Background: an optimization exercise with open tools, aiming at small area, a short achievable clock period and few clock cycles. Do not read the settings as production practice. In this exercise RTL edits were held to simulation tests only and were not proved equivalent to the original.

## flow/design.v (module list and top-level ports; edited modules follow where they fit)
// module associative_memory: 287 lines
// module am_pn_a: 2463 lines
// module am_pn_b: 303 lines
// module am_pn_c: 66 lines
// module am_pu_a: 1816 lines
// module am_pu_b: 713 lines
// module am_pu_c: 96 lines
// module am_fa: 4 lines
module associative_memory
(
	input Clk_CI, Reset_RI,
	input ValidIn_SI, ReadyIn_SI,
	output ReadyOut_SO, ValidOut_SO,
	input [2-1:0] ModeIn_SI,
	input [5-1:0] LabelIn_DI,
	input [0:1000-1] HypervectorIn_DI,
	output [5-1:0] LabelOut_DO,
	output [10-1:0] DistanceOut_DO
);
  // ...
==> flow/flow/run.sh <==
#!/bin/bash
# Layout flow: the standard flow (standard.sh, all steps from synthesis to
# the final layout, with flow/config.mk's settings), changed in two ways:
#  - timing repair aims for 9.4 ns of setup slack on the 13.5 ns clock, so that
#    the repair steps keep working on paths longer than 4.1 ns;
#  - every port gets a sky130_fd_sc_hd__buf_2 buffer.
# The clock period, the constraints and everything else are the standard flow's.
# make's output goes to run_standard.log; each ORFS step logs under orfs/logs/.
set -euo pipefail
bash standard.sh SETUP_SLACK_MARGIN=9.4 "BUFFER_PORTS_ARGS=-buffer_cell sky130_fd_sc_hd__buf_2" finish > run_standard.log 2>&1
==> flow/standard.sh <==
#!/bin/bash
# synth_recipe.tcl (not shown) runs the flow's synth.tcl, then flattens the netlist and writes it again
# the make line also repeats each setting of config.mk as NAME=value (left out here)
make -C /OpenROAD-flow-scripts/flow DESIGN_CONFIG=/design/flow/config.mk WORK_HOME=/design/flow/orfs CLKGATE_MAP_FILE= SYNTH_SCRIPT=/design/flow/synth_recipe.tcl "${@:-finish}"
==> flow/config.mk <==
export PLATFORM = sky130hd
export DESIGN_NAME = associative_memory
export DESIGN_NICKNAME = associative_memory
export VERILOG_FILES = /design/flow/design.v
export SDC_FILE = /design/flow/constraint.sdc
export NUM_CORES = 8
export LEC_CHECK = 0
export CAP_MARGIN = 40
export CORE_MARGIN = 2
export CORE_UTILIZATION = 55
export CTS_CLUSTER_DIAMETER = 80
export CTS_CLUSTER_SIZE = 24
export SLEW_MARGIN = 40
export SYNTH_HIERARCHICAL = 1
export TNS_END_PERCENT = 30
==> flow/constraint.sdc <==
create_clock -name core_clock -period 13.5 [get_ports {Clk_CI}]
set_input_delay 2.7000 -clock core_clock [delete_from_list [all_inputs] [get_ports {Clk_CI}]]
set_output_delay 2.7000 -clock core_clock [all_outputs]
set_load 0.01 [all_outputs]
==> run summary, run 1 <==
vias=429,000; post-CTS resize count=~660; status=timing/DRC/antenna clean; Hold Startpoint=Mem_DP[5][594]; post-synth top area share=0.480; post-route clock period utilization=0.329; Synth Area in Simple Gates=0.0674; Biggest register=Mem_DP; die height=1230 um; Fin Hold WS=0.423 ns; inverter count=roughly 710; Crit path arrival time=1.74 ns; Synth Net Count=roughly 64,000; Post-DP Area=about 860,000 sq um; final wirelength=about 2,800,000 um; register area=475,000 sq um; Mapped Cells=between 40,000 and 50,000; vias per inst=5.95; setup TNS=0 ns; Well Taps=19,900; Rel. slew slack=0.254; CTS hold repair buffers=0; met3 usage=0.121; CP startpoint=OutD_DP[2]; Setup crit end=DistanceOut_DO[2]; Post-Synth Adder-Cell Area=0.343; FF-to-FF path depth=5; met1 wire length=between 1,000,000 and 1,500,000 um; commonest non-fill, non-tap cells in the layout=13,700 x fa_1, 13,700 x nand2_1, 13,200 x edfxtp_1; Post-synth EDFFs=roughly 13,000; Post-Syn Area=between 800,000 and 900,000 sq um; Synth Area in XOR/XNOR=0.00202; met2 Track Usage GR=0.550; slowest stage cell, crit path=dfxtp_2; GR peak layer=met2; drt initial violations=slightly below 60,000; largest class=sequential cells; RSZ-0062 raised after global routing=yes; crit end category=primary output; TritonCTS clock tree=done; share of cells above drive strength 1=0.0779
Testbench counts, summed over its fixed seeds: cycles 1,112.
==> run 2, diff against run 1 <==
--- a/flow/config.mk
+++ b/flow/config.mk
@@ -7,3 +7,3 @@
 export LEC_CHECK = 0
-export CAP_MARGIN = 40
+export CAP_MARGIN = 20
 export CORE_MARGIN = 2
@@ -12,4 +12,4 @@
 export CTS_CLUSTER_SIZE = 24
-export SLEW_MARGIN = 40
+export SLEW_MARGIN = 20
 export SYNTH_HIERARCHICAL = 1
-export TNS_END_PERCENT = 30
+export TNS_END_PERCENT = 100
==> run 2 against run 1 <==
  * Still clean on timing, DRC and antenna
  * Worst setup slack better by 0.0093 ns
  * Highest routed layer unchanged
  * Utilization down 0.083 points
  * Critical path type unchanged
  * Sequential cell count unchanged
==> run summary, run 2 <==
Biggest register=Mem_DP; drt initial violations=58,400 (-0.29%); Reg2Reg Setup Slack=between 9 and 10 ns; startpoint class of the critical path=register; Rel. slew slack=0.131 (-0.123); Critical path buffers and inverters=1; row count=451; Ports=1,028; Crit Path Max Fanout=1; cell area after layout=894,000 sq um; WL per Instance=around 40 um; largest registers=Mem_DP (13000), Part1_DP (1755), Query_DP (1000); Die X=1230 um; top cells by area, synth=edfxtp_1 48%, fa_1 34%, dfxtp_1 9.2%; clock latency (worst-skew pair)=about 1.3 ns; Max Cap Viol=0; Synth Net Count=63,900 (unchanged); total global routing overflow=0; top achievable clock speed=around 230 MHz; yosys warns=27; measured slew at the worst slew-check pin=~1.3 ns; post-route core utilization=0.594; commonest non-fill, non-tap cells in the layout=13,700 x nand2_1, 13,700 x fa_1, 13,200 x edfxtp_1; post-layout min period=~4.4 ns; final clock skew=0.0833 ns; post-route clock period utilization=0.328 (-0.000689); Post-Syn Area=829,000 sq um (unchanged); worst hold endpoint=Mem_DP[12][219]; Fillers=113,000; first-pass GRT wire length=3,810,000 um; post-synth top area cell=edfxtp_1; Finished Layout Cells=a little over 70,000; Max stage delay on crit path=0.34 ns; Fin Hold WS=0.399 ns (-0.0241 ns); crit path cell chain=buf_6; Layout Nets=about 66,000; TritonCTS clock tree=done; Top delay family on crit path=flip-flops; core footprint=between 1,500,000 and 2,000,000 sq um; most common cell after layout, fill and taps aside=nand2_1; vias=429,000 (+0.025%); Stages on worst setup path=1; Post-DRT Antenna Nets=0; DPL Wire Length=between 2,000,000 and 2,500,000 um; Total GRT Usage=0.381; max reg flops=~13,000; Worst Path Class, Setup=register to primary output; syn_area_per_cell=between 15 and 20 sq um; Syn-to-layout area delta=7.81%; setup TNS=0 ns (unchanged); largest net degree at the start of global routing=213; H-tree levels=6; Distinct cells, synth=83; Primary FF master, synth=edfxtp_1; post-synth top area share=0.480 (unchanged); Pins Over Slew Limit=0; root buf cell=clkbuf_16; sequential share of the synthesized area=0.571; RSZ-0062 raised after global routing=yes; vias per inst=5.96 (+0.12%); TritonCTS Buffers=870; leading cell types by count after synthesis=13,900 x fa_1, 13,700 x nand2_1, 13,200 x edfxtp_1; die height=1230 um (unchanged); final wirelength=2,850,000 um (about the same); Mapped Cells=48,600 (unchanged); worst reg2reg endpoint=UPart2_DP[42]; setup violators final=0; Final Hold Fails=0; drt drc=0; Clock transition at path regs=about 0.11 ns; status=timing/DRC/antenna clean; vias in the first global route=around 450k; slowest stage cell, crit path=dfxtp_2; Req. time, crit path=roughly 11 ns; worst r2r src=UPart1_DP[293]; worst hold path depth=0; Initial Util=0.551; share of cells above drive strength 1=0.0782 (+0.000358); sinks on the clock net=~17,000; Post-synth EDFFs=13,200 (unchanged); Post-DP Area=860,000 sq um (-0.14%); crit end category=primary output; Final Wtd Congestion=about 1.1; worst hold path type=register to register; Detailed Routing Iterations Pass 1=8; fraction of registers with async set/reset=0; Hold Startpoint=Mem_DP[11][219]; Total Die Area=approximately 1,500,000 sq um; initial antenna violation count=between 300 and 400; PortBufs=1,027; Crit path arrival time=1.73 ns (about the same); FF-to-FF path depth=5 (unchanged); #FFs+latches synth=~17,000; most frequent cell after synthesis=fa_1; Placed Instances=69,500; Clock Path Buffers=5
run 2: cell counts after synthesis:
No cell type changed its count.
run 2: worst max path at each step:
stage               startpoint           endpoint  slack [ns]
floorplan             Shift_SP          Shift2_SP      -81.89
global placement    UpdMode_SP       UPart1_DP[2]        7.56
detailed placement  UpdMode_SP       UPart1_DP[2]        7.49
CTS                 OutD_DP[2]  DistanceOut_DO[2]        8.95
global route        OutD_DP[9]  DistanceOut_DO[9]        8.97
finish              OutD_DP[2]  DistanceOut_DO[2]        9.07
run 2: cells by family after synthesis:
group	count (synthesis)	synth area share
muxes	101	0.00122
adders and majority gates	14400	0.343
AOI/OAI and AO/OA	1385	0.0107
xor gates and xnor gates	191	0.00202
DFF	17000	0.571
and+or+nand+nor	14500	0.0674
buffers and inverters	961	0.00451
run 2: cell type report:
class | instances | area, sq um | area share
diodes | 818 | 2050 | 0.00229
clock buffers | 1349 | 24800 | 0.0278
clock inverters | 287 | 3130 | 0.00350
inverters | 712 | 2670 | 0.00299
multi-input cells | 30600 | 352000 | 0.394
flip-flops and latches | 17000 | 475000 | 0.531
well taps | 19900 | 24900 | 0.0279
repair buffers | 1323 | 8620 | 0.00964
run 2: per-module statistics from Yosys, one instance, submodules excluded, a selection:
module              times used  flip-flops and latches  cell area [sq um]  cells
am_fa                    13900                       0               20.0      1
am_pn_a                     13                       0               3750   1000
am_pn_c                     13                       0                295     36
am_pu_a                      1                       0               7.51      1
am_pu_c                      1                       0                275     35
associative_memory           1                   17000             498000  21100
run 2: repair_timing:
action / CTS / global route
setup endpoints to repair: 2277 / 2326
resized for setup: 1090 / 304
gates cloned: 2 / 2
pin swaps: 6 / 16
setup buffers: 9 / 4
hold buffers: 0 / 0
run 2: per-layer routing:
metal / part of all wire / track usage / wire length, um / up-vias
met3: 0.12 / 0.124 / 336000 / 3697
met2: 0.44 / 0.550 / 1250000 / 23500
li1: - / - / - / 167000
met4: 0.069 / 0.206 / 195000 / 154
met5: 0.00057 / 0.00237 / 1620 / -
met1: 0.37 / 0.520 / 1070000 / 234000
run 2: through the flow:
stage,worst slack [ns]
3_5_place_dp,7.49
2_1_floorplan,-81.89
4_1_cts,8.95
5_1_grt,8.97
6_report,9.07
3_3_place_gp,7.56
==> run 3, diff against run 2 <==
--- a/flow/config.mk
+++ b/flow/config.mk
@@ -9,3 +9,3 @@
 export CORE_MARGIN = 2
-export CORE_UTILIZATION = 55
+export CORE_UTILIZATION = 60
 export CTS_CLUSTER_DIAMETER = 80
==> run 3 against run 2 <==
  * Still clean on timing, DRC and antenna
  * Hold slack gained 0.013 ns
  * Sequential share of layout area grew 0.099 points
  * Synthesized area is the same
  * Non-clock buffer count grew 79
  * Sequential cell count is the same
  * Global-route usage grew 2.4 points
  * Register-to-register slack is essentially flat
  * Synthesized cell count is the same
  * Critical path type unchanged
==> run summary, run 3 <==
status=timing/DRC/antenna clean; CP startpoint=OutD_DP[5]; commonest non-fill, non-tap cells in the layout=13,800 x fa_1, 13,700 x nand2_1, 13,200 x edfxtp_1; Critical path buffers and inverters=1 (unchanged); crit path cell chain=buf_6; post-synth top area cell=edfxtp_1; startpoint class of the critical path=register; RSZ-0062 raised after global routing=yes; fraction of registers with async set/reset=0 (unchanged); post-route clock period utilization=0.329 (+0.000984); drt initial violations=61,400 (+5.2%); top achievable clock speed=225 MHz (-0.30%); largest net degree at the start of global routing=228 (+7.0%); row count=431 (-4.4%); CTS hold repair buffers=0 (unchanged); WL per Instance=39.2 um (-0.71%); clock latency (worst-skew pair)=1.35 ns (+0.02 ns); Distinct cells, synth=83 (unchanged); Clock transition at path regs=0.10 ns (about the same); Mapped Cells=48,600 (unchanged); Clock Path Buffers=5 (unchanged); Rel. slew slack=0.143 (+0.0116); Top delay family on crit path=flip-flops; FF-to-FF path depth=5 (unchanged); share of cells above drive strength 1=0.0755 (-0.00270); leading cell types by count after synthesis=13,900 x fa_1, 13,700 x nand2_1, 13,200 x edfxtp_1; highest routed layer=met5; H-tree levels=6 (unchanged); yosys warns=27 (unchanged); Fillers=96,300 (-15%); TritonCTS clock tree=done; Pins Over Slew Limit=0 (unchanged); Total GRT Usage=0.404 (+0.0237); root buf cell=clkbuf_16; Post-DRT Antenna Nets=0 (unchanged); Syn-to-layout area delta=7.55%; Total Die Area=1,390,000 sq um (-8.3%); die height=1180 um (-4.2%); PortBufs=1,027 (unchanged); crit end category=primary output; most common cell after layout, fill and taps aside=fa_1; final wirelength=2,760,000 um (-3.0%); met2 WL=1,190,000 um (-4.2%); Die X=1180 um (-4.2%); post-layout min period=4.44 ns (+0.0133 ns); TritonCTS Buffers=858 (-1.4%); sinks on the clock net=17,000 (unchanged); Worst Path Class, Setup=register to primary output; Biggest register=Mem_DP; top cells by area, synth=edfxtp_1 48%, fa_1 34%, dfxtp_1 9.2%; Req. time, crit path=10.80 ns (about the same); total global routing overflow=0 (unchanged); final clock skew=0.0928 ns (+0.00952 ns); post-synth top area share=0.480 (unchanged); Hold Startpoint=Mem_DP[4][802]; Crit path arrival time=1.74 ns (about the same); Post-synth EDFFs=13,200 (unchanged); Ports=1,028 (unchanged); Final Hold Fails=0 (unchanged); Layout Nets=66,000 (+0.10%); Stages on worst setup path=1 (unchanged); drt drc=0 (unchanged); worst r2r src=UPart1_DP[212]; initial antenna violation count=337 (-12%); Fin Hold WS=0.412 ns (+0.0133 ns); Post-DP Area=859,000 sq um (-0.17%); Max Cap Viol=0 (unchanged); syn_area_per_cell=17.1 sq um (unchanged); worst hold path type=register to register; Initial Util=0.602 (+0.0513); most frequent cell after synthesis=fa_1; Max stage delay on crit path=0.33 ns (about the same); vias=430,000 (+0.23%); max reg flops=13,000 (unchanged); largest registers=Mem_DP (13000), Part1_DP (1755), Query_DP (1000); sequential share of the synthesized area=0.571 (unchanged); Synth Net Count=63,900 (unchanged); vias in the first global route=449,000 (-0.019%); measured slew at the worst slew-check pin=1.28 ns (-0.0153 ns); cell area after layout=891,000 sq um (-0.23%); Crit Path Max Fanout=1 (unchanged); first-pass GRT wire length=3,700,000 um (-2.7%); post-route core utilization=0.647 (+0.0537); core footprint=1,380,000 sq um (-8.5%); DPL Wire Length=2,300,000 um (-3.4%); #FFs+latches synth=17,000 (unchanged); Post-Syn Area=829,000 sq um (unchanged); Detailed Routing Iterations Pass 1=9 (+1); met1 wire length=986,000 um (-7.6%); vias per inst=6.11 (+2.6%); worst hold path depth=0 (unchanged); metal3 WL=371,000 um (+11%); slowest stage cell, crit path=dfxtp_2; Primary FF master, synth=edfxtp_1; setup violators final=0 (unchanged); Final Wtd Congestion=1.11 (-1.8%); setup TNS=0 ns (unchanged)
==> run 3: what timing repair did <==
action / 4_1_cts / 5_1_grt
setup endpoints to repair: 4896 / 2689
gates cloned: 8 / 9
pin swaps: 11 / 20
buffers inserted: 15 / 15
gates resized for setup: 924 / 270
==> run 3: per-layer routing <==
metal | track usage | up-vias
met3 | 0.151 | 4262
met2 | 0.572 | 26100
li1 | - | 167000
met4 | 0.238 | 114
met5 | 0.00411 | -
met1 | 0.544 | 232000
==> run 3: per-stage QoR <==
stage	setup WS, ns	instances
final	9.06	70400
after global routing	8.98	70200
after CTS	8.96	69700
after detailed placement	8.03	68100
after global placement	8.16	68100
after floorplan	-81.89	48600
==> run 3: layout make-up <==
| cell class | count | area [sq um] | share of cell area |
|---|---|---|---|
| well taps | 18400 | 23000 | 0.0258 |
| inverters | 712 | 2670 | 0.00300 |
| clock buffers | 1373 | 24800 | 0.0278 |
| multi-input cells | 30600 | 352000 | 0.395 |
| clock inverters | 241 | 2840 | 0.00319 |
| diodes | 628 | 1570 | 0.00176 |
| repair buffers | 1402 | 9690 | 0.0109 |
| flip-flops and latches | 17000 | 475000 | 0.532 |
==> run 3: kinds of logic (layout without fill, tap and decap cells) <==
group / count (synthesis) / in the layout / synth area share
multiplexers: 101 / 101 / 0.00122
XOR/XNOR: 191 / 191 / 0.00202
other: 0 / 628 / 0
AO/OA/AOI/OAI: 1385 / 1385 / 0.0107
AND/OR/NAND/NOR: 14500 / 14500 / 0.0674
buffers and inverters: 961 / 3728 / 0.00451
flip-flops: 17000 / 17000 / 0.571
adder cells (fa/ha/maj): 14400 / 14400 / 0.343
==> run 3: per-module statistics from Yosys (local to each module, per instance), a selection <==
module              area, sq um  cells  copies in the design  flops+latches
am_fa                      20.0      1                 13900              0
am_pn_a                    3750   1000                    13              0
am_pn_c                     295     36                    13              0
am_pu_a                    7.51      1                     1              0
am_pu_c                     275     35                     1              0
associative_memory       498000  21100                     1          17000
==> run 3: final timing paths <==
kind / endpoint / slack, ns
max: DistanceOut_DO[5] / 9.06
min: Mem_DP[5][802] / 0.41
max reg2reg: UPart2_DP[15] / 9.20
min reg2reg: Mem_DP[5][802] / 0.41
==> run 4, diff against run 3 <==
--- a/flow/config.mk
+++ b/flow/config.mk
@@ -9,5 +9,6 @@
 export CORE_MARGIN = 2
-export CORE_UTILIZATION = 60
+export CORE_UTILIZATION = 55
 export CTS_CLUSTER_DIAMETER = 80
 export CTS_CLUSTER_SIZE = 24
+export PLACE_DENSITY = 0.66
 export SLEW_MARGIN = 20
==> run 4 against run 3 <==
  * Still clean on timing, DRC and antenna
  * Die area rose by 9.1%
  * Utilization fell by 5.4 points
  * Clock-buffer cell count fell by 13
  * Global-route usage fell by 3.3 points
  * Wire length rose by 0.99%
  * Largest cell class unchanged
  * Highest routed layer unchanged
==> run summary, run 4 <==
Synth Area in Simple Gates=0.0674 (unchanged); Detailed Routing Iterations Pass 1=12 (+3); largest family of logic cells by synthesized area=adder cells; top achievable clock speed=226 MHz (+0.39%); Post-synth EDFFs=13,200 (unchanged); Clock Path Buffers=5 (unchanged); vias per inst=5.96 (-2.4%); Mapped Cells=48,600 (unchanged); vias=429,000 (-0.11%); #FFs+latches synth=17,000 (unchanged); Critical path buffers and inverters=1 (unchanged); Post-Syn Area=829,000 sq um (unchanged); H-tree levels=6 (unchanged); root buf cell=clkbuf_16; Ports=1,028 (unchanged); TritonCTS clock tree=done; DPL Wire Length=2,320,000 um (+0.84%); Reg2Reg Setup Slack=9.22 ns (+0.02 ns); RSZ-0062 raised after global routing=yes; core footprint=1,510,000 sq um (+9.3%); drt initial violations=62,500 (+1.7%); Top delay family on crit path=flip-flops; drt drc=0 (unchanged); Crit Path Max Fanout=1 (unchanged); crit path cell chain=buf_6; Synth Area in XOR/XNOR=0.00202 (unchanged); leading cell types by count after synthesis=13,900 x fa_1, 13,700 x nand2_1, 13,200 x edfxtp_1; Post-DRT Antenna Nets=0 (unchanged); sequential share of the synthesized area=0.571 (unchanged); sinks on the clock net=17,000 (unchanged); fraction of registers with async set/reset=0 (unchanged); post-layout min period=4.43 ns (-0.0174 ns); Initial Util=0.551 (-0.0513); measured slew at the worst slew-check pin=1.24 ns (-0.0424 ns); status=timing/DRC/antenna clean; clock latency (worst-skew pair)=1.35 ns (about the same); area of the multi-input gates=352,000 sq um (about the same); syn_area_per_cell=17.1 sq um (unchanged); share of cells above drive strength 1=0.0761 (+0.000614); Layout Nets=65,800 (-0.16%); Rel. slew slack=0.172 (+0.0294); post-synth top area share=0.480 (unchanged); CP startpoint=OutL_DP[0]; Worst Path Class, Setup=register to primary output; Fin Hold WS=0.382 ns (-0.0299 ns); vias in the first global route=449,000 (-0.019%); first-pass GRT wire length=3,730,000 um (+0.78%); post-route clock period utilization=0.328 (-0.00129); startpoint class of the critical path=register; commonest non-fill, non-tap cells in the layout=13,700 x fa_1, 13,700 x nand2_1, 13,200 x edfxtp_1; Setup crit end=LabelOut_DO[0]; Stages on worst setup path=1 (unchanged); largest registers=Mem_DP (13000), Part1_DP (1755), Query_DP (1000); most frequent cell after synthesis=fa_1; Post-Synth Adder-Cell Area=0.343 (unchanged); Total Die Area=1,520,000 sq um (+9.1%); setup TNS=0 ns (unchanged); worst hold path type=register to register; Max stage delay on crit path=0.34 ns (about the same); Req. time, crit path=10.80 ns (about the same); Primary FF master, synth=edfxtp_1; total global routing overflow=0 (unchanged); Synth Area in Compound Gates=0.0107 (unchanged); Final Hold Fails=0 (unchanged); Die X=1230 um (+4.4%); initial antenna violation count=385 (+14%); worst hold path depth=0 (unchanged); Clock transition at path regs=0.10 ns (about the same); Total GRT Usage=0.372 (-0.0325); Fillers=112,000 (+17%); Synth Net Count=63,900 (unchanged); post-route core utilization=0.593 (-0.0540); final clock skew=0.127 ns (+0.0342 ns); most common cell after layout, fill and taps aside=fa_1; post-synthesis mux area share=0.00122 (unchanged); TritonCTS Buffers=859 (+0.12%); die height=1230 um (+4.4%); max reg flops=13,000 (unchanged); post-synth top area cell=edfxtp_1; crit end category=primary output; yosys warns=27 (unchanged); FF-to-FF path depth=5 (unchanged); slowest stage cell, crit path=dfxtp_2; Biggest register=Mem_DP; Distinct cells, synth=83 (unchanged); PortBufs=1,027 (unchanged); Max Cap Viol=0 (unchanged); Final Wtd Congestion=1.12 (+1.7%); Syn-to-layout area delta=7.76%; top cells by area, synth=edfxtp_1 48%, fa_1 34%, dfxtp_1 9.2%; Pins Over Slew Limit=0 (unchanged); WL per Instance=38.7 um (-1.3%); row count=451 (+4.6%); register area=475,000 sq um (about the same); worst reg2reg endpoint=Part2_DP[10][3]; final wirelength=2,790,000 um (+0.99%); Crit path arrival time=1.73 ns (about the same); largest net degree at the start of global routing=230 (+0.88%); setup violators final=0 (unchanged); worst r2r src=Part1_DP[10][28]
## run 4: cell counts after synthesis
No cell type changed its count.
## run 4: routing by layer
layer	global-route usage	share of wire	wire, um	up-vias
met1	0.495	0.36	1010000	233000
met3	0.127	0.12	347000	4335
met5	0.0115	0.0014	3850	-
li1	-	-	-	167000
met4	0.228	0.078	217000	124
met2	0.532	0.43	1210000	25100
## run 4: worst min path at each step
stage                               start         endpoint  slack, ns
after global placement    Weight_DP[0][0]  Weight_DP[1][0]       0.43
after global routing       Mem_DP[1][486]   Mem_DP[2][486]       0.39
final                      Mem_DP[8][220]   Mem_DP[9][220]       0.38
after detailed placement  Weight_DP[1][0]  Weight_DP[2][0]       0.43
after CTS                  Mem_DP[1][486]   Mem_DP[2][486]       0.38
after floorplan                 Shift2_SP        Shift3_SP       0.33
## run 4: modules after synthesis, one instance, submodules excluded, excerpt
module              cell area (sq um)  cells inside  flip-flops and latches  times used
am_fa                            20.0             1                       0       13900
associative_memory             498000         21100                   17000           1
am_pn_a                          3750          1000                       0          13
am_pu_c                           275            35                       0           1
am_pu_a                          7.51             1                       0           1
am_pn_c                           295            36                       0          13
## run 4: cell families (layout without fill, tap and decap cells)
kind of cell,after synthesis,count (layout)
AOI/OAI and AO/OA,1385,1385
xor gates and xnor gates,191,191
adders and majority gates,14400,14400
buffers and inverters,961,3628
DFF,17000,17000
muxes,101,101
other,0,850
and+or+nand+nor,14500,14500
## run 4: what timing repair did
action / 4_1_cts / 5_1_grt
hold buffers: 0 / 0
cloned: 6 / 8
endpoints found under the setup margin: 1677 / 1526
resized for setup: 962 / 306
pin swaps: 3 / 16
setup buffers: 5 / 14
## run 4: area by class of cell
class / count / share of cell area
clock buffers: 1360 / 0.0275
repair buffers: 1292 / 0.00971
diodes: 850 / 0.00238
clock inverters: 264 / 0.00341
inverters: 712 / 0.00299
flip-flops and latches: 17000 / 0.532
well taps: 19900 / 0.0279
multi-input cells: 30600 / 0.394
## run 4: metrics by stage
| stage | setup WS [ns] | area, sq um | std cells |
|---|---|---|---|
| global route | 8.98 | 893000 | 71900 |
| detailed placement | 8.05 | 860000 | 69500 |
| finish | 9.07 | 893000 | 72000 |
| floorplan | -81.89 | 829000 | 48600 |
| CTS | 8.96 | 890000 | 71100 |
| global placement | 7.61 | 860000 | 69500 |
==> run 5, diff against run 4 <==
--- a/flow/config.mk
+++ b/flow/config.mk
@@ -7,3 +7,3 @@
 export LEC_CHECK = 0
-export CAP_MARGIN = 20
+export CAP_MARGIN = 10
 export CORE_MARGIN = 2
@@ -12,4 +12,3 @@
 export CTS_CLUSTER_SIZE = 24
-export PLACE_DENSITY = 0.66
-export SLEW_MARGIN = 20
+export SLEW_MARGIN = 10
 export SYNTH_HIERARCHICAL = 1
==> run 5 against run 4 <==
  * Worst setup slack worse by 0.0066 ns
  * Utilization about the same
  * Sequential share of layout area about the same
  * Critical path type unchanged
  * Synthesized cell count unchanged
  * Global-route usage up 0.86 points
  * Clock skew down 0.058 ns
  * Via count down 0.33%
==> run summary, run 5 <==
clock latency (worst-skew pair)=1.33 ns (-0.02 ns); Final Hold Fails=0 (unchanged); Ports=1,028 (unchanged); Post-DP Area=860,000 sq um (about the same); H-tree levels=6 (unchanged); share of cells above drive strength 1=0.0780 (+0.00183); Post-Syn Area=829,000 sq um (unchanged); Fin Hold WS=0.415 ns (+0.0329 ns); final wirelength=2,840,000 um (+2.0%); Crit Path Max Fanout=1 (unchanged); Mapped Cells=48,600 (unchanged); initial antenna violation count=376 (-2.3%); FF-to-FF path depth=5 (unchanged); Synth Net Count=63,900 (unchanged); crit path cell chain=buf_2; top cells by area, synth=edfxtp_1 48%, fa_1 34%, dfxtp_1 9.2%; Biggest register=Mem_DP; Critical path buffers and inverters=1 (unchanged); final clock skew=0.0694 ns (-0.0576 ns); core footprint=1,510,000 sq um (unchanged); post-layout min period=4.43 ns (+0.00660 ns); commonest non-fill, non-tap cells in the layout=13,700 x nand2_1, 13,700 x fa_1, 13,200 x edfxtp_1; yosys warns=27 (unchanged); CTS hold repair buffers=0 (unchanged); Post-synth EDFFs=13,200 (unchanged); leading cell types by count after synthesis=13,900 x fa_1, 13,700 x nand2_1, 13,200 x edfxtp_1; TritonCTS clock tree=done; top achievable clock speed=226 MHz (-0.15%); measured slew at the worst slew-check pin=1.35 ns (+0.107 ns); startpoint class of the critical path=register; Reg2Reg Setup Slack=9.22 ns (about the same); setup violators final=0 (unchanged); Distinct cells, synth=83 (unchanged); Primary FF master, synth=edfxtp_1; Fillers=113,000 (+0.60%); Total GRT Usage=0.380 (+0.00864); largest net degree at the start of global routing=213 (-7.4%); fraction of registers with async set/reset=0 (unchanged); post-synth top area cell=edfxtp_1; worst hold path type=register to register; Layout Nets=65,900 (+0.056%); CP startpoint=OutL_DP[2]; Max Cap Viol=0 (unchanged); Initial Util=0.551 (unchanged); area of the multi-input gates=352,000 sq um (about the same); Max stage delay on crit path=0.33 ns (about the same); worst reg2reg endpoint=Part2_DP[9][5]; PortBufs=1,027 (unchanged); Worst Path Class, Setup=register to primary output; #FFs+latches synth=17,000 (unchanged); drt drc=0 (unchanged); total global routing overflow=0 (unchanged); syn_area_per_cell=17.1 sq um (unchanged); worst r2r src=Part1_DP[9][69]; crit end category=primary output; die height=1230 um (unchanged); most frequent cell after synthesis=fa_1; post-synth top area share=0.480 (unchanged); cell area after layout=894,000 sq um (about the same); vias per inst=5.94 (-0.34%); register area=475,000 sq um (about the same); Clock Path Buffers=5 (unchanged); Pins Over Slew Limit=0 (unchanged); root buf cell=clkbuf_16; worst setup margin=9.07 ns (-0.00660 ns); most common cell after layout, fill and taps aside=nand2_1; DPL Wire Length=2,380,000 um (+2.6%); vias in the first global route=449,000 (+0.063%); drt initial violations=58,400 (-6.5%); RSZ-0062 raised after global routing=yes; Stages on worst setup path=1 (unchanged); Die X=1230 um (unchanged); post-route clock period utilization=0.328 (+0.000489); largest registers=Mem_DP (13000), Part1_DP (1755), Query_DP (1000); TritonCTS Buffers=874 (+1.7%); Crit path arrival time=1.73 ns (about the same); pre-CTS setup slack=7.48 ns (-0.575 ns); Setup crit end=LabelOut_DO[2]; Final Wtd Congestion=1.13 (+0.12%); WL per Instance=39.5 um (+2.0%); slowest stage cell, crit path=dfxtp_1; sinks on the clock net=17,000 (unchanged); first-pass GRT wire length=3,800,000 um (+1.9%); Post-DRT Antenna Nets=0 (unchanged); max reg flops=13,000 (unchanged); sequential share of the synthesized area=0.571 (unchanged); Req. time, crit path=10.80 ns (about the same); Clock transition at path regs=0.09 ns (about the same); Top delay family on crit path=flip-flops; setup TNS=0 ns (unchanged); vias=428,000 (-0.33%); row count=451 (unchanged); Total Die Area=1,520,000 sq um (unchanged); Rel. slew slack=0.101 (-0.0711); Detailed Routing Iterations Pass 1=9 (-3); status=timing/DRC/antenna clean; Syn-to-layout area delta=7.84% (about the same)
-- run 5: logic make-up after synthesis --
logic type	after synthesis	share of synthesized area
AOI/OAI and AO/OA	1385	0.0107
adders and majority gates	14400	0.343
muxes	101	0.00122
DFF	17000	0.571
xor gates and xnor gates	191	0.00202
buffers and inverters	961	0.00451
and+or+nand+nor	14500	0.0674
-- run 5: layout make-up --
cell class / count / share of cell area
clock buffer: 1359 / 0.0283
clock inverter: 296 / 0.00370
tap: 19900 / 0.0279
sequential: 17000 / 0.531
multi-input combinational: 30600 / 0.394
inverter: 712 / 0.00299
antenna: 803 / 0.00225
timing repair buffer: 1315 / 0.00936
-- run 5: per-stage QoR --
stage / instances / utilization
final: 72000 / 0.594
after global routing: 71800 / 0.593
after CTS: 71200 / 0.592
after detailed placement: 69500 / 0.572
after global placement: 69500 / 0.571
after floorplan: 48600 / -
-- run 5: how the worst min path moves through the flow --
stage | start | endpoint | slack, ns | depth (start not counted)
2_1_floorplan | Shift2_SP | Shift3_SP | 0.33 | 0
3_3_place_gp | Weight_DP[9][0] | Weight_DP[10][0] | 0.42 | 0
3_5_place_dp | S2V_SP | S3V_SP | 0.43 | 1
4_1_cts | Mem_DP[11][706] | Mem_DP[12][706] | 0.41 | 0
5_1_grt | Mem_DP[1][613] | Mem_DP[2][613] | 0.42 | 0
6_report | Mem_DP[9][618] | Mem_DP[10][618] | 0.42 | 0
-- run 5: Yosys stat by module, one instance, submodules excluded, excerpt --
module | times used | cell area, sq um | cells | flip-flops and latches
am_fa | 13900 | 20.0 | 1 | 0
am_pn_c | 13 | 295 | 36 | 0
associative_memory | 1 | 498000 | 21100 | 17000
am_pn_a | 13 | 3750 | 1000 | 0
am_pu_c | 1 | 275 | 35 | 0
am_pu_a | 1 | 7.51 | 1 | 0
-- run 5: repair_timing --
item / 4_1_cts / 5_1_grt
hold endpoints to repair: 0 / 0
setup endpoints to repair: 2251 / 2388
buffers inserted: 9 / 4
pin swaps: 5 / 15
cloned: 2 / 2
gates resized for setup: 1087 / 254
-- run 5: layer usage --
layer / share of wire / vias to the layer above / GRT usage / wire, um
li1: - / 167000 / - / -
met2: 0.44 / 23300 / 0.546 / 1240000
met5: 0.00079 / - / 0.0107 / 2260
met3: 0.12 / 3876 / 0.123 / 333000
met1: 0.37 / 234000 / 0.519 / 1070000
met4: 0.071 / 160 / 0.214 / 203000
==> run 6, diff against run 5 <==
--- a/flow/flow/run.sh
+++ b/flow/flow/run.sh
@@ -5,3 +5,3 @@
 #    the repair steps keep working on paths longer than 4.1 ns;
-#  - every port gets a sky130_fd_sc_hd__buf_2 buffer.
+#  - every port gets a sky130_fd_sc_hd__buf_1 buffer.
 # The clock period, the constraints and everything else are the standard flow's.
@@ -9,2 +9,2 @@
 set -euo pipefail
-bash standard.sh SETUP_SLACK_MARGIN=9.4 "BUFFER_PORTS_ARGS=-buffer_cell sky130_fd_sc_hd__buf_2" finish > run_standard.log 2>&1
+bash standard.sh SETUP_SLACK_MARGIN=9.4 "BUFFER_PORTS_ARGS=-buffer_cell sky130_fd_sc_hd__buf_1" finish > run_standard.log 2>&1
--- a/flow/config.mk
+++ b/flow/config.mk
@@ -7,3 +7,3 @@
 export LEC_CHECK = 0
-export CAP_MARGIN = 10
+export CAP_MARGIN = 20
 export CORE_MARGIN = 2
@@ -12,3 +12,3 @@
 export CTS_CLUSTER_SIZE = 24
-export SLEW_MARGIN = 10
+export SLEW_MARGIN = 20
 export SYNTH_HIERARCHICAL = 1
==> run 6 against run 5 <==
  * The layout now fails its checks (antenna rules)
  * Utilization about the same
  * Die area is the same
  * First-iteration DRC count rose by 0.45%
  * Critical endpoint is now ReadyOut_SO
==> run summary, run 6 <==
core footprint=1,510,000 sq um (unchanged); WL per Instance=39.3 um (-0.55%); post-synth top area share=0.480 (unchanged); Post-DRT Antenna Nets=1 (+1); drt drc=0 (unchanged); top achievable clock speed=225 MHz (-0.27%); startpoint class of the critical path=register; vias in the first global route=448,000 (-0.36%); leading cell types by count after synthesis=13,900 x fa_1, 13,700 x nand2_1, 13,200 x edfxtp_1; root buf cell=clkbuf_16; top cells by area, synth=edfxtp_1 48%, fa_1 34%, dfxtp_1 9.2%; post-layout min period=4.45 ns (+0.0120 ns); Layout Nets=65,900 (-0.018%); Synth Area in Simple Gates=0.0674 (unchanged); Synth Net Count=63,900 (unchanged); largest family of logic cells by synthesized area=adder cells; Clock Path Buffers=5 (unchanged); Crit Path Max Fanout=1 (unchanged); final clock skew=0.0749 ns (+0.00554 ns); drt initial violations=58,600 (+0.45%); Req. time, crit path=10.80 ns (about the same); Critical path buffers and inverters=1 (unchanged); most frequent cell after synthesis=fa_1; RSZ-0062 raised after global routing=yes; Fin Hold WS=0.425 ns (+0.0104 ns); Rel. slew slack=0.0354 (-0.0655); Primary FF master, synth=edfxtp_1; Top delay family on crit path=flip-flops; vias per inst=5.91 (-0.57%); clock latency (worst-skew pair)=1.33 ns (about the same); largest registers=Mem_DP (13000), Part1_DP (1755), Query_DP (1000); first-pass GRT wire length=3,780,000 um (-0.54%); Layout Check Failures=antenna rules; slowest stage cell, crit path=dfxtp_2; Ports=1,028 (unchanged); final wirelength=2,830,000 um (-0.39%); worst r2r src=Part1_DP[8][71]; Synth Area in XOR/XNOR=0.00202 (unchanged); setup TNS=0 ns (unchanged); crit path cell chain=buf_6; commonest non-fill, non-tap cells in the layout=13,700 x nand2_1, 13,700 x fa_1, 13,200 x edfxtp_1; Initial Util=0.551 (unchanged); DPL Wire Length=2,370,000 um (-0.67%); die height=1230 um (unchanged); max reg flops=13,000 (unchanged); worst hold path type=register to register; measured slew at the worst slew-check pin=1.45 ns (+0.0982 ns); Final Hold Fails=0 (unchanged); Clock transition at path regs=0.10 ns (about the same); Total GRT Usage=0.378 (-0.00200); yosys warns=27 (unchanged); Max stage delay on crit path=0.38 ns (+0.05 ns); Post-Syn Area=829,000 sq um (unchanged); Synth Area in Compound Gates=0.0107 (unchanged); Syn-to-layout area delta=7.76% (about the same); Post-synth EDFFs=13,200 (unchanged); Total Die Area=1,520,000 sq um (unchanged); Post-Synth Adder-Cell Area=0.343 (unchanged); Worst Path Class, Setup=register to primary output; vias=426,000 (-0.41%); Crit path arrival time=1.75 ns (+0.02 ns); H-tree levels=6 (unchanged); Fillers=114,000 (+0.69%); Mapped Cells=48,600 (unchanged); crit end category=primary output; total global routing overflow=0 (unchanged); post-synthesis mux area share=0.00122 (unchanged); Distinct cells, synth=83 (unchanged); fraction of registers with async set/reset=0 (unchanged); Max Cap Viol=0 (unchanged); post-route clock period utilization=0.329 (+0.000889); share of cells above drive strength 1=0.0592 (-0.0187); Hold Startpoint=Mem_DP[0][681]; TritonCTS clock tree=done; most common cell after layout, fill and taps aside=nand2_1; sequential share of the synthesized area=0.571 (unchanged); row count=451 (unchanged); PortBufs=1,027 (unchanged); Pins Over Slew Limit=0 (unchanged); Finished Layout Cells=72,100 (+0.16%); initial antenna violation count=344 (-8.5%); TritonCTS Buffers=876 (+0.23%); largest net degree at the start of global routing=213 (unchanged); Detailed Routing Iterations Pass 1=9 (unchanged); sinks on the clock net=17,000 (unchanged); status=failed layout checks; Placed Instances=69,500 (-0.058%); CP startpoint=ReadyOut_SP; Final Wtd Congestion=1.13 (+0.13%); syn_area_per_cell=17.1 sq um (unchanged); #FFs+latches synth=17,000 (unchanged); setup violators final=0 (unchanged); Die X=1230 um (unchanged); post-synth top area cell=edfxtp_1; Biggest register=Mem_DP
==> run 6: repair_timing <==
action	4_1_cts	5_1_grt
setup endpoints to repair	6003	2604
resized for setup	1128	318
pin swaps	6	17
hold buffers	0	0
setup buffers	16	12
cloned	4	7
==> run 6: cells by family (layout without fill, tap and decap cells) <==
group | count (synthesis) | count (layout)
xor gates and xnor gates | 191 | 191
AOI/OAI and AO/OA | 1385 | 1387
muxes | 101 | 101
other | 0 | 940
adders and majority gates | 14400 | 14400
DFF | 17000 | 17000
and+or+nand+nor | 14500 | 14500
buffers and inverters | 961 | 3656
==> run 6: cell type report <==
class	instances	area, sq um	share of cell area
well taps	19900	24900	0.0279
diodes	940	2350	0.00263
flip-flops and latches	17000	475000	0.532
repair buffers	1299	7380	0.00827
multi-input cells	30600	352000	0.395
clock inverters	288	3110	0.00348
inverters	712	2670	0.00299
clock buffers	1357	25300	0.0283
==> run 6: worst paths after layout <==
check	end	slack [ns]	depth (start not counted)
min	Mem_DP[1][681]	0.43	0
max reg2reg	Part2_DP[8][5]	9.21	5
min reg2reg	Mem_DP[1][681]	0.43	0
max	ReadyOut_SO	9.05	1
==> run 6: modules after synthesis, one instance, submodules excluded, excerpt <==
| module | cell area, sq um | flops+latches | times used | cells |
|---|---|---|---|---|
| am_pu_c | 275 | 0 | 1 | 35 |
| associative_memory | 498000 | 17000 | 1 | 21100 |
| am_pn_c | 295 | 0 | 13 | 36 |
| am_fa | 20.0 | 0 | 13900 | 1 |
| am_pn_a | 3750 | 0 | 13 | 1000 |
| am_pu_a | 7.51 | 0 | 1 | 1 |
==> run 6: stage by stage <==
step | cell area [sq um] | util | setup slack (ns)
after global routing | 893000 | 0.593 | 8.96
after global placement | 859000 | 0.570 | 7.66
after CTS | 890000 | 0.591 | 8.92
after detailed placement | 859000 | 0.571 | 7.63
final | 893000 | 0.593 | 9.05
after floorplan | 829000 | - | -81.89
==> run 6: routing by layer <==
layer  wire length (um)  global-route usage  vias up
li1                   -                   -   167000
met1            1050000               0.509   233000
met5               1540             0.00147        -
met3             331000               0.127     3685
met2            1260000               0.554    22400
met4             191000               0.202      132

[afterwards: timing with drivers on the ports]
In the flow no input, the clock included, has a driving cell. The finished layouts below were timed again as built, in two steps.
Step 1 (the two cells are an assumption about what drives the block):
set clk [get_ports {Clk_CI}]
set_driving_cell -lib_cell sky130_fd_sc_hd__clkbuf_16 $clk
set_driving_cell -lib_cell sky130_fd_sc_hd__buf_2 [delete_from_list [all_inputs] $clk]
Step 2 moves the port delays by t, midway between the first and last clock arrival at a register: inputs arrive t later, outputs are due t later. That takes back most of the time a late clock gives input paths.
a / b / c = ideal ports / drivers / drivers and shift; a / b = the first two.
run	t (ns)	slack for setup (ns)	worst setup path after step 2	pins driven straight from the clock port
run 1	1.500	9.059 / 8.868 / 8.450	input to register	1
run 2	1.484	9.068 / 8.875 / 8.354	input to register	1
run 3	1.503	9.055 / 8.857 / 8.253	input to register	1
run 4	1.505	9.072 / 8.863 / 8.265	input to register	1
run 5	1.494	9.066 / 8.874 / 8.362	input to register	1
run 6	1.486	9.054 / 8.859 / 8.076	input to register	1
The setup slack of run 6, which loses most, moves by -0.195 ns with the drivers and by -0.978 ns with both steps.
